This design comes from an exercise in tuning for small area, a short achievable clock period and few clock cycles per item on the open sky130 flow, not from production work. Only simulation tests tie the RTL to the original design; equivalence was not proved. Power is estimated from default activity; no workload was simulated.

==> flow/design.v <==
module cordic_sin_cos(
    input       wire        clk,
    input       wire        rst_n,
    input       wire        clk_vld,
    input       wire        soft_rst,
    input       wire        trig,
    output      reg         vld,
    input       wire  [9:0] a,
    output      reg  signed [12:0]  cosa3_latch,
    output      reg  signed [12:0]  sina3_latch
);
reg [9:0] a_r;
always @(posedge clk or negedge rst_n)
begin
    if (!rst_n) begin
        a_r <= 10'd0;
        vld <= 1'b0;
    end else if (soft_rst) begin
        a_r <= 10'd0;
        vld <= 1'b0;
    end else if (clk_vld) begin
        vld <= trig;
        if (trig) a_r <= a;
    end
end
wire [8:0] idx = a_r[8] ? (9'd256 - {1'b0,a_r[7:0]}) : {1'b0,a_r[7:0]};
reg [11:0] c2, s2;
always @(*) begin
    case (idx)
        9'd0: begin c2 = 12'd2048; s2 = 12'd0; end
        9'd1: begin c2 = 12'd2048; s2 = 12'd13; end
        9'd2: begin c2 = 12'd2048; s2 = 12'd25; end
        9'd3: begin c2 = 12'd2048; s2 = 12'd38; end
        9'd4: begin c2 = 12'd2047; s2 = 12'd50; end
        9'd5: begin c2 = 12'd2047; s2 = 12'd63; end
        9'd6: begin c2 = 12'd2047; s2 = 12'd76; end
        9'd7: begin c2 = 12'd2046; s2 = 12'd88; end
        9'd8: begin c2 = 12'd2046; s2 = 12'd101; end
        9'd9: begin c2 = 12'd2045; s2 = 12'd113; end
        9'd10: begin c2 = 12'd2044; s2 = 12'd125; end
        9'd11: begin c2 = 12'd2043; s2 = 12'd139; end
        9'd12: begin c2 = 12'd2043; s2 = 12'd151; end
        9'd13: begin c2 = 12'd2041; s2 = 12'd163; end
        9'd14: begin c2 = 12'd2040; s2 = 12'd176; end
        9'd15: begin c2 = 12'd2039; s2 = 12'd189; end
        9'd16: begin c2 = 12'd2038; s2 = 12'd201; end
        9'd17: begin c2 = 12'd2037; s2 = 12'd213; end
        9'd18: begin c2 = 12'd2035; s2 = 12'd226; end
        9'd19: begin c2 = 12'd2034; s2 = 12'd238; end
        9'd20: begin c2 = 12'd2033; s2 = 12'd251; end
        9'd21: begin c2 = 12'd2031; s2 = 12'd264; end
        9'd22: begin c2 = 12'd2029; s2 = 12'd276; end
        9'd23: begin c2 = 12'd2028; s2 = 12'd288; end
        9'd24: begin c2 = 12'd2026; s2 = 12'd300; end
        9'd25: begin c2 = 12'd2024; s2 = 12'd313; end
        9'd26: begin c2 = 12'd2022; s2 = 12'd325; end
        9'd27: begin c2 = 12'd2020; s2 = 12'd338; end
        9'd28: begin c2 = 12'd2018; s2 = 12'd350; end
        9'd29: begin c2 = 12'd2016; s2 = 12'd363; end
        9'd30: begin c2 = 12'd2014; s2 = 12'd375; end
        9'd31: begin c2 = 12'd2011; s2 = 12'd387; end
        9'd32: begin c2 = 12'd2009; s2 = 12'd400; end
        9'd33: begin c2 = 12'd2006; s2 = 12'd412; end
        9'd34: begin c2 = 12'd2004; s2 = 12'd424; end
        9'd35: begin c2 = 12'd2001; s2 = 12'd437; end
        9'd36: begin c2 = 12'd1998; s2 = 12'd449; end
        9'd37: begin c2 = 12'd1995; s2 = 12'd461; end
        9'd38: begin c2 = 12'd1992; s2 = 12'd473; end
        9'd39: begin c2 = 12'd1990; s2 = 12'd486; end
        9'd40: begin c2 = 12'd1987; s2 = 12'd497; end
        9'd41: begin c2 = 12'd1984; s2 = 12'd510; end
        9'd42: begin c2 = 12'd1980; s2 = 12'd522; end
        9'd43: begin c2 = 12'd1977; s2 = 12'd534; end
        9'd44: begin c2 = 12'd1974; s2 = 12'd546; end
        9'd45: begin c2 = 12'd1970; s2 = 12'd558; end
        9'd46: begin c2 = 12'd1967; s2 = 12'd571; end
        9'd47: begin c2 = 12'd1963; s2 = 12'd582; end
        9'd48: begin c2 = 12'd1960; s2 = 12'd595; end
        9'd49: begin c2 = 12'd1956; s2 = 12'd607; end
        9'd50: begin c2 = 12'd1952; s2 = 12'd619; end
        9'd51: begin c2 = 12'd1949; s2 = 12'd630; end
        9'd52: begin c2 = 12'd1945; s2 = 12'd642; end
        9'd53: begin c2 = 12'd1941; s2 = 12'd654; end
        9'd54: begin c2 = 12'd1936; s2 = 12'd667; end
        9'd55: begin c2 = 12'd1932; s2 = 12'd678; end
        9'd56: begin c2 = 12'd1928; s2 = 12'd690; end
        9'd57: begin c2 = 12'd1924; s2 = 12'd702; end
        9'd58: begin c2 = 12'd1920; s2 = 12'd714; end
        9'd59: begin c2 = 12'd1915; s2 = 12'd725; end
        9'd60: begin c2 = 12'd1910; s2 = 12'd738; end
        9'd61: begin c2 = 12'd1906; s2 = 12'd749; end
        9'd62: begin c2 = 12'd1901; s2 = 12'd760; end
        9'd63: begin c2 = 12'd1897; s2 = 12'd772; end
        9'd64: begin c2 = 12'd1892; s2 = 12'd784; end
        9'd65: begin c2 = 12'd1887; s2 = 12'd795; end
        9'd66: begin c2 = 12'd1882; s2 = 12'd807; end
        9'd67: begin c2 = 12'd1878; s2 = 12'd818; end
        9'd68: begin c2 = 12'd1872; s2 = 12'd830; end
        9'd69: begin c2 = 12'd1867; s2 = 12'd841; end
        9'd70: begin c2 = 12'd1862; s2 = 12'd853; end
        9'd71: begin c2 = 12'd1857; s2 = 12'd864; end
        9'd72: begin c2 = 12'd1852; s2 = 12'd875; end
        9'd73: begin c2 = 12'd1846; s2 = 12'd887; end
        9'd74: begin c2 = 12'd1840; s2 = 12'd899; end
        9'd75: begin c2 = 12'd1835; s2 = 12'd910; end
        9'd76: begin c2 = 12'd1829; s2 = 12'd921; end
        9'd77: begin c2 = 12'd1823; s2 = 12'd932; end
        9'd78: begin c2 = 12'd1818; s2 = 12'd944; end
        9'd79: begin c2 = 12'd1812; s2 = 12'd954; end
        9'd80: begin c2 = 12'd1806; s2 = 12'd966; end
        9'd81: begin c2 = 12'd1800; s2 = 12'd977; end
        9'd82: begin c2 = 12'd1794; s2 = 12'd987; end
        9'd83: begin c2 = 12'd1788; s2 = 12'd999; end
        9'd84: begin c2 = 12'd1782; s2 = 12'd1009; end
        9'd85: begin c2 = 12'd1776; s2 = 12'd1021; end
        9'd86: begin c2 = 12'd1769; s2 = 12'd1031; end
        9'd87: begin c2 = 12'd1763; s2 = 12'd1042; end
        9'd88: begin c2 = 12'd1757; s2 = 12'd1053; end
        9'd89: begin c2 = 12'd1750; s2 = 12'd1064; end
        9'd90: begin c2 = 12'd1743; s2 = 12'd1074; end
        9'd91: begin c2 = 12'd1737; s2 = 12'd1085; end
        9'd92: begin c2 = 12'd1730; s2 = 12'd1096; end
        9'd93: begin c2 = 12'd1723; s2 = 12'd1106; end
        9'd94: begin c2 = 12'd1716; s2 = 12'd1117; end
        9'd95: begin c2 = 12'd1709; s2 = 12'd1128; end
        9'd96: begin c2 = 12'd1703; s2 = 12'd1138; end
        9'd97: begin c2 = 12'd1696; s2 = 12'd1148; end
        9'd98: begin c2 = 12'd1688; s2 = 12'd1159; end
        9'd99: begin c2 = 12'd1681; s2 = 12'd1169; end
        9'd100: begin c2 = 12'd1674; s2 = 12'd1179; end
        9'd101: begin c2 = 12'd1667; s2 = 12'd1190; end
        9'd102: begin c2 = 12'd1660; s2 = 12'd1200; end
        9'd103: begin c2 = 12'd1652; s2 = 12'd1210; end
        9'd104: begin c2 = 12'd1645; s2 = 12'd1220; end
        9'd105: begin c2 = 12'd1637; s2 = 12'd1230; end
        9'd106: begin c2 = 12'd1630; s2 = 12'd1240; end
        9'd107: begin c2 = 12'd1622; s2 = 12'd1250; end
        9'd108: begin c2 = 12'd1615; s2 = 12'd1260; end
        9'd109: begin c2 = 12'd1607; s2 = 12'd1270; end
        9'd110: begin c2 = 12'd1599; s2 = 12'd1280; end
        9'd111: begin c2 = 12'd1591; s2 = 12'd1290; end
        9'd112: begin c2 = 12'd1583; s2 = 12'd1299; end
        9'd113: begin c2 = 12'd1575; s2 = 12'd1309; end
        9'd114: begin c2 = 12'd1567; s2 = 12'd1319; end
        9'd115: begin c2 = 12'd1559; s2 = 12'd1328; end
        9'd116: begin c2 = 12'd1551; s2 = 12'd1338; end
        9'd117: begin c2 = 12'd1543; s2 = 12'd1347; end
        9'd118: begin c2 = 12'd1534; s2 = 12'd1357; end
        9'd119: begin c2 = 12'd1526; s2 = 12'd1366; end
        9'd120: begin c2 = 12'd1518; s2 = 12'd1375; end
        9'd121: begin c2 = 12'd1509; s2 = 12'd1385; end
        9'd122: begin c2 = 12'd1500; s2 = 12'd1394; end
        9'd123: begin c2 = 12'd1492; s2 = 12'd1403; end
        9'd124: begin c2 = 12'd1483; s2 = 12'd1412; end
        9'd125: begin c2 = 12'd1475; s2 = 12'd1421; end
        9'd126: begin c2 = 12'd1465; s2 = 12'd1431; end
        9'd127: begin c2 = 12'd1457; s2 = 12'd1439; end
        9'd128: begin c2 = 12'd1448; s2 = 12'd1448; end
        9'd129: begin c2 = 12'd1439; s2 = 12'd1457; end
        9'd130: begin c2 = 12'd1430; s2 = 12'd1466; end
        9'd131: begin c2 = 12'd1421; s2 = 12'd1475; end
        9'd132: begin c2 = 12'd1412; s2 = 12'd1483; end
        9'd133: begin c2 = 12'd1403; s2 = 12'd1492; end
        9'd134: begin c2 = 12'd1394; s2 = 12'd1501; end
        9'd135: begin c2 = 12'd1385; s2 = 12'd1509; end
        9'd136: begin c2 = 12'd1375; s2 = 12'd1518; end
        9'd137: begin c2 = 12'd1366; s2 = 12'd1526; end
        9'd138: begin c2 = 12'd1356; s2 = 12'd1535; end
        9'd139: begin c2 = 12'd1347; s2 = 12'd1543; end
        9'd140: begin c2 = 12'd1338; s2 = 12'd1551; end
        9'd141: begin c2 = 12'd1328; s2 = 12'd1559; end
        9'd142: begin c2 = 12'd1319; s2 = 12'd1567; end
        9'd143: begin c2 = 12'd1309; s2 = 12'd1575; end
        9'd144: begin c2 = 12'd1299; s2 = 12'd1583; end
        9'd145: begin c2 = 12'd1289; s2 = 12'd1591; end
        9'd146: begin c2 = 12'd1280; s2 = 12'd1599; end
        9'd147: begin c2 = 12'd1269; s2 = 12'd1607; end
        9'd148: begin c2 = 12'd1260; s2 = 12'd1615; end
        9'd149: begin c2 = 12'd1250; s2 = 12'd1622; end
        9'd150: begin c2 = 12'd1240; s2 = 12'd1630; end
        9'd151: begin c2 = 12'd1230; s2 = 12'd1638; end
        9'd152: begin c2 = 12'd1220; s2 = 12'd1645; end
        9'd153: begin c2 = 12'd1210; s2 = 12'd1652; end
        9'd154: begin c2 = 12'd1200; s2 = 12'd1660; end
        9'd155: begin c2 = 12'd1189; s2 = 12'd1667; end
        9'd156: begin c2 = 12'd1179; s2 = 12'd1674; end
        9'd157: begin c2 = 12'd1169; s2 = 12'd1682; end
        9'd158: begin c2 = 12'd1158; s2 = 12'd1689; end
        9'd159: begin c2 = 12'd1148; s2 = 12'd1696; end
        9'd160: begin c2 = 12'd1138; s2 = 12'd1703; end
        9'd161: begin c2 = 12'd1127; s2 = 12'd1710; end
        9'd162: begin c2 = 12'd1116; s2 = 12'd1717; end
        9'd163: begin c2 = 12'd1106; s2 = 12'd1723; end
        9'd164: begin c2 = 12'd1096; s2 = 12'd1730; end
        9'd165: begin c2 = 12'd1085; s2 = 12'd1737; end
        9'd166: begin c2 = 12'd1074; s2 = 12'd1743; end
        9'd167: begin c2 = 12'd1063; s2 = 12'd1750; end
        9'd168: begin c2 = 12'd1052; s2 = 12'd1757; end
        9'd169: begin c2 = 12'd1042; s2 = 12'd1763; end
        9'd170: begin c2 = 12'd1031; s2 = 12'd1769; end
        9'd171: begin c2 = 12'd1020; s2 = 12'd1776; end
        9'd172: begin c2 = 12'd1009; s2 = 12'd1782; end
        9'd173: begin c2 = 12'd999; s2 = 12'd1788; end
        9'd174: begin c2 = 12'd987; s2 = 12'd1794; end
        9'd175: begin c2 = 12'd977; s2 = 12'd1800; end
        9'd176: begin c2 = 12'd965; s2 = 12'd1806; end
        9'd177: begin c2 = 12'd954; s2 = 12'd1812; end
        9'd178: begin c2 = 12'd943; s2 = 12'd1818; end
        9'd179: begin c2 = 12'd932; s2 = 12'd1824; end
        9'd180: begin c2 = 12'd921; s2 = 12'd1829; end
        9'd181: begin c2 = 12'd910; s2 = 12'd1835; end
        9'd182: begin c2 = 12'd898; s2 = 12'd1841; end
        9'd183: begin c2 = 12'd887; s2 = 12'd1846; end
        9'd184: begin c2 = 12'd875; s2 = 12'd1852; end
        9'd185: begin c2 = 12'd864; s2 = 12'd1857; end
        9'd186: begin c2 = 12'd853; s2 = 12'd1862; end
        9'd187: begin c2 = 12'd841; s2 = 12'd1867; end
        9'd188: begin c2 = 12'd830; s2 = 12'd1872; end
        9'd189: begin c2 = 12'd818; s2 = 12'd1878; end
        9'd190: begin c2 = 12'd807; s2 = 12'd1882; end
        9'd191: begin c2 = 12'd795; s2 = 12'd1887; end
        9'd192: begin c2 = 12'd783; s2 = 12'd1892; end
        9'd193: begin c2 = 12'd772; s2 = 12'd1897; end
        9'd194: begin c2 = 12'd760; s2 = 12'd1901; end
        9'd195: begin c2 = 12'd749; s2 = 12'd1906; end
        9'd196: begin c2 = 12'd737; s2 = 12'd1911; end
        9'd197: begin c2 = 12'd725; s2 = 12'd1915; end
        9'd198: begin c2 = 12'd714; s2 = 12'd1920; end
        9'd199: begin c2 = 12'd701; s2 = 12'd1924; end
        9'd200: begin c2 = 12'd690; s2 = 12'd1928; end
        9'd201: begin c2 = 12'd678; s2 = 12'd1932; end
        9'd202: begin c2 = 12'd666; s2 = 12'd1937; end
        9'd203: begin c2 = 12'd654; s2 = 12'd1941; end
        9'd204: begin c2 = 12'd642; s2 = 12'd1945; end
        9'd205: begin c2 = 12'd630; s2 = 12'd1949; end
        9'd206: begin c2 = 12'd618; s2 = 12'd1952; end
        9'd207: begin c2 = 12'd606; s2 = 12'd1956; end
        9'd208: begin c2 = 12'd594; s2 = 12'd1960; end
        9'd209: begin c2 = 12'd582; s2 = 12'd1963; end
        9'd210: begin c2 = 12'd570; s2 = 12'd1967; end
        9'd211: begin c2 = 12'd558; s2 = 12'd1970; end
        9'd212: begin c2 = 12'd546; s2 = 12'd1974; end
        9'd213: begin c2 = 12'd534; s2 = 12'd1977; end
        9'd214: begin c2 = 12'd522; s2 = 12'd1980; end
        9'd215: begin c2 = 12'd510; s2 = 12'd1984; end
        9'd216: begin c2 = 12'd497; s2 = 12'd1987; end
        9'd217: begin c2 = 12'd485; s2 = 12'd1990; end
        9'd218: begin c2 = 12'd473; s2 = 12'd1992; end
        9'd219: begin c2 = 12'd461; s2 = 12'd1995; end
        9'd220: begin c2 = 12'd449; s2 = 12'd1998; end
        9'd221: begin c2 = 12'd436; s2 = 12'd2001; end
        9'd222: begin c2 = 12'd424; s2 = 12'd2004; end
        9'd223: begin c2 = 12'd412; s2 = 12'd2006; end
        9'd224: begin c2 = 12'd399; s2 = 12'd2009; end
        9'd225: begin c2 = 12'd387; s2 = 12'd2011; end
        9'd226: begin c2 = 12'd375; s2 = 12'd2014; end
        9'd227: begin c2 = 12'd363; s2 = 12'd2016; end
        9'd228: begin c2 = 12'd350; s2 = 12'd2018; end
        9'd229: begin c2 = 12'd338; s2 = 12'd2020; end
        9'd230: begin c2 = 12'd325; s2 = 12'd2022; end
        9'd231: begin c2 = 12'd313; s2 = 12'd2024; end
        9'd232: begin c2 = 12'd300; s2 = 12'd2026; end
        9'd233: begin c2 = 12'd288; s2 = 12'd2028; end
        9'd234: begin c2 = 12'd276; s2 = 12'd2029; end
        9'd235: begin c2 = 12'd263; s2 = 12'd2031; end
        9'd236: begin c2 = 12'd251; s2 = 12'd2033; end
        9'd237: begin c2 = 12'd238; s2 = 12'd2034; end
        9'd238: begin c2 = 12'd225; s2 = 12'd2036; end
        9'd239: begin c2 = 12'd213; s2 = 12'd2037; end
        9'd240: begin c2 = 12'd201; s2 = 12'd2038; end
        9'd241: begin c2 = 12'd188; s2 = 12'd2039; end
        9'd242: begin c2 = 12'd175; s2 = 12'd2040; end
        9'd243: begin c2 = 12'd163; s2 = 12'd2041; end
        9'd244: begin c2 = 12'd151; s2 = 12'd2043; end
        9'd245: begin c2 = 12'd138; s2 = 12'd2043; end
        9'd246: begin c2 = 12'd125; s2 = 12'd2044; end
        9'd247: begin c2 = 12'd113; s2 = 12'd2045; end
        9'd248: begin c2 = 12'd100; s2 = 12'd2046; end
        9'd249: begin c2 = 12'd88; s2 = 12'd2046; end
        9'd250: begin c2 = 12'd76; s2 = 12'd2047; end
        9'd251: begin c2 = 12'd63; s2 = 12'd2047; end
        9'd252: begin c2 = 12'd50; s2 = 12'd2047; end
        9'd253: begin c2 = 12'd38; s2 = 12'd2048; end
        9'd254: begin c2 = 12'd25; s2 = 12'd2048; end
        9'd255: begin c2 = 12'd13; s2 = 12'd2048; end
        9'd256: begin c2 = 12'd0; s2 = 12'd2048; end
        default: begin c2 = 12'd0; s2 = 12'd0; end
    endcase
    cosa3_latch = (a_r[9] ^ a_r[8]) ? -{1'b0,c2} : {1'b0,c2};
    sina3_latch = a_r[9] ? -{1'b0,s2} : {1'b0,s2};
end
endmodule
==> flow/run.sh <==
#!/bin/bash
# synth_recipe.tcl (not shown) runs the flow's synth.tcl, then flattens the netlist and writes it again
# the make line also repeats each setting of config.mk as NAME=value (left out here)
make -C /OpenROAD-flow-scripts/flow DESIGN_CONFIG=/design/flow/config.mk WORK_HOME=/design/flow/orfs CLKGATE_MAP_FILE= SYNTH_SCRIPT=/design/flow/synth_recipe.tcl finish
==> flow/config.mk <==
export PLATFORM = sky130hd
export DESIGN_NAME = cordic_sin_cos
export DESIGN_NICKNAME = cordic_sin_cos
export VERILOG_FILES = /design/flow/design.v
export SDC_FILE = /design/flow/constraint.sdc
export NUM_CORES = 4
export LEC_CHECK = 0
export CAP_MARGIN = 20
export CORE_MARGIN = 2
export CORE_UTILIZATION = 30
export SLEW_MARGIN = 20
==> flow/constraint.sdc <==
create_clock -name core_clock -period 5.5 [get_ports {clk}]
set_input_delay 1.1000 -clock core_clock [delete_from_list [all_inputs] [get_ports {clk}]]
set_output_delay 1.1000 -clock core_clock [all_outputs]
set_load 0.01 [all_outputs]
==> results of run 1 <==
==> results.ini, run 1 <==
[synth]
yosys_warnings = 1

[status]
stop_stage = 1_2_yosys
error = ERROR: TCL interpreter returned an error: Source files actually used in the design:
status = did not finish

Testbench counts, summed over its fixed seeds: cycles 3,200, items 3,200.
==> inputs of run 2 (changes only) <==
--- a/flow/config.mk
+++ b/flow/config.mk
@@ -5,7 +5,9 @@
 export SDC_FILE = /design/flow/constraint.sdc
 export NUM_CORES = 4
 export LEC_CHECK = 0
+export ABC_AREA = 1
 export CAP_MARGIN = 20
 export CORE_MARGIN = 2
 export CORE_UTILIZATION = 30
 export SLEW_MARGIN = 20
+export SYNTH_MEMORY_MAX_BITS = 65536
==> run 2 against run 1 <==
Against the previous run:
- the run now finishes clean
==> results.ini, run 2 <==
[pwr]
clkPwrFrac_pct = 5.9
p_per_area_nw_per_um2 = 323.4
p_int_mw = 0.8385
finalPower_mw = 2.255
power_frac_seq_pct = 4.3
ir_drop_mv = 0.2174
swShare_pct = 62.82
leakage_nw = 3.690
net-switching-power_mw = 1.417
combPwrFrac_pct = 89.8

[synth]
ys_types = 39
yosys-top-cells-area = nand2_1 34%, nand3_1 16%, inv_1 4.9%
synth-edff-count = 0
post-synth-top-count-cell = nand2_1
syn_inst = 1219
synth_fp_nets = 1253
synth_top_area_share_pct = 33.80
synthTopCellsByCount = 543 x nand2_1, 188 x nand3_1, 79 x inv_1
syn-cell-area_sq_um = 6031
synth_flop_cell = dfrtp_1
yosysSeqAreaShare_pct = 4.564
async_flop_share_pct = 100.0
avgSynthCellArea_sq_um = 4.947
yosys_warnings = 1  ; unchanged
synth_top_area_cell = nand2_1
synth-seq-cells = 11

[floorplan]
core_sq_um = 19590
die-area_sq_um = 21250
start_util_pct = 30.78
die_w_um = 145.8
io_pins = 42
rows = 51
die_y_um = 145.8

[worst_setup_path]
worstSetupStartpointType = flop
r2r_start = a_r[9]$_DFFE_PN0P_
endpoint = sina3_latch[8]
slowest_delay_ns = 0.55
cp_max_fo = 10
path_depth = 20
r2r-end = a_r[9]$_DFFE_PN0P_
arrival_ns = 4.20
crit_top_cell = nand2_1
r2r_setup_slack_ns = 4.44
worstSetupPathType = flop to output pin
worst_ep_required_time_ns = 4.40
crit_family = simple AND/OR/NAND/NOR gates
slowest_stage = dfrtp_1
path_cells = buf_4, nand2_1, o21ai_4, ha_2, nand3_2, nand2_2, inv_2, nor2_1, nand2_1, o21ai_0, nand2_1, nand4_1, nand2_1, nand2_1, nand2_1, nor2_2, nand2_1, nand2_1, xor2_1, clkdlybuf4s50_1
r2r_cells = 2
cp.buffers_inverters = 3
cp-end-kind = output pin
startpoint = a_r[8]$_DFFE_PN0P_

[finish]
final_util_pct = 35.60
syn2layout_area_growth_pct = 15.64
final_common_cell = nand2_1
largest_reg_flops = 10
largestRegisters = a_r: 10 flops, vld: 1 flops
drive_gt1_share_pct = 11.33
regMostFlops = a_r
nets = 1288
n_antenna_cell = 0
stdcell_area_sq_um = 6974
mostFrequentLayoutCells = 535 x nand2_1, 183 x nand3_1, 77 x inv_1, 61 x nor2_1, 51 x buf_4

[grt]
grt_pass1_vias = 8461
track_usage_pct = 32.07
grt_max_degree = 30
antenna_found_initial = 0
grt_overflow = 0
grt_first_pass_wirelength_um = 52540

[clock_network]
clk_path_buf_depth = 2
ctsHoldBuffers = 0
cts_tree = done
cts.sinks = 11
cts.reportedPaths.clkPinSlew_ns = 0.04
cts_made_buffers = 3
clk-insertion-delay-late_ns = 0.24
cts_root_buffer = clkbuf_16
post_cts_buffers = 0
htreeDepth = 1

[sta]
slew_headroom_pct = 52.11
fin_skew_ns = 0
hold_viol = 0
drv_slew = 0
fin_crit_ns = 5.298
finalSetupViolations = 0
timing_worst_slew_pin_value_ns = 0.7176
finalCritPeriodShare_pct = 96.32
hold_ws_ns = 0.5444
clock.fmax_ghz = 0.1888

[detailed_routing]
dr.pass1.iters = 6
drc = 0
viasPerCell = 5.958
wl_um = 35400
vias = 9044
dr.first_iter.drc_count = 1540
routedWlPerCell_um = 23.32
ant_nets = 0

[worst_hold_path]
hold_class = flop to flop
hp-start = vld$_DFFE_PN0P_

[placed_design]
dp_hpwl_um = 26770
io_buffer_count = 41
place.gp.congestion = 1.050
place_area_sq_um = 6770

[status]
status = complete, no violations

[run]
drv_cap = 0

==> run 2: through the flow <==
| step | instances | setup WS, ns | TNS [ns] |
|---|---|---|---|
| floorplan | 1219 | 1.023 | 0 |
| global placement | 1514 | 0.3453 | 0 |
| detailed placement | 1514 | 0.3237 | 0 |
| CTS | 1518 | 0.05610 | 0 |
| global route | 1518 | -0.004982 | -0.004982 |
| finish | 1518 | 0.2022 | 0 |
==> run 2: power by group through the flow <==
stage / Sequential, mW / Combinational (mW) / Clock, mW
floorplan: 0.0947 / 1.19 / 0
global placement: 0.0986 / 1.95 / 0
detailed placement: 0.0988 / 1.91 / 0
CTS: 0.0977 / 1.92 / 0.134
global route: 0.0990 / 2.16 / 0.138
finish: 0.0980 / 2.03 / 0.132
==> run 2: area by class of cell <==
class,count,area [sq um]
flip-flops and latches,11,275.3
repair buffers,96,847.1
fillers,2270,12620
multi-input cells,1050,5091
inverters,92,350.3
clock buffers,4,78.83
well taps,265,331.6
==> run 2: per-layer routing <==
layer  part of all wire, %  track usage [%]  wire (um)
met1                    39            41.81      13920
met2                    41            48.25      14590
met3                    13            7.806       4635
met4                   6.4            17.99       2255
met5                     0                0          0
==> run 2: timing repair <==
action,CTS,global route
endpoints found under the setup margin,0,22
resized for setup,0,32
endpoints found under the hold margin,0,0
==> run 2: how the worst min path moves through the flow <==
stage	end	slack (ns)	depth (start not counted)
final	vld$_DFFE_PN0P_	0.54	2
after floorplan	a_r[7]$_DFFE_PN0P_	0.56	2
after global placement	vld$_DFFE_PN0P_	0.53	2
after detailed placement	vld$_DFFE_PN0P_	0.53	2
after CTS	vld$_DFFE_PN0P_	0.54	2
after global routing	vld$_DFFE_PN0P_	0.59	2
==> run 2: logic make-up after synthesis <==
family	Yosys count	synth area share, %
compound gates	141	12.80
xor+xnor	13	1.888
fa+ha+maj	19	3.942
buf+inv	158	12.95
flops	11	4.564
simple gates	877	63.86
==> run 2: worst register-to-register path, cell delays in order, from the launching register on <==
cell and delay, ns:
dfrtp_1 0.60, inv_1 0.18, o21ai_0 0.18

port drivers added, routing unchanged:
No port has a modelled driver above. Below, the same layout with a new extraction and two added sets of constraints.
Step 1: set_driving_cell puts a clkbuf_16 on clk and a buf_2 on each other input, an assumption about the parent block.
Step 2 moves the port delays by t, midway between the first and last clock arrival at a register: inputs arrive t later, outputs are due t later. That takes back most of the time a late clock gives input paths.
Slacks: ideal ports / drivers / drivers and shift; pairs: ideal ports / drivers.
run: run 2
shift t [ns]: 0.263
setup slack, ns: 0.202 / 0.177 / 0.440
worst hold slack (ns): 0.544 / 0.544 / 0.544
worst setup path at the end: register to output
worst data-port slew with drivers (ns): 0.03
After both steps setup and hold are still met in run 2. For run 2, drivers alone change the setup slack by -0.025 ns; drivers and shift together by +0.238 ns.
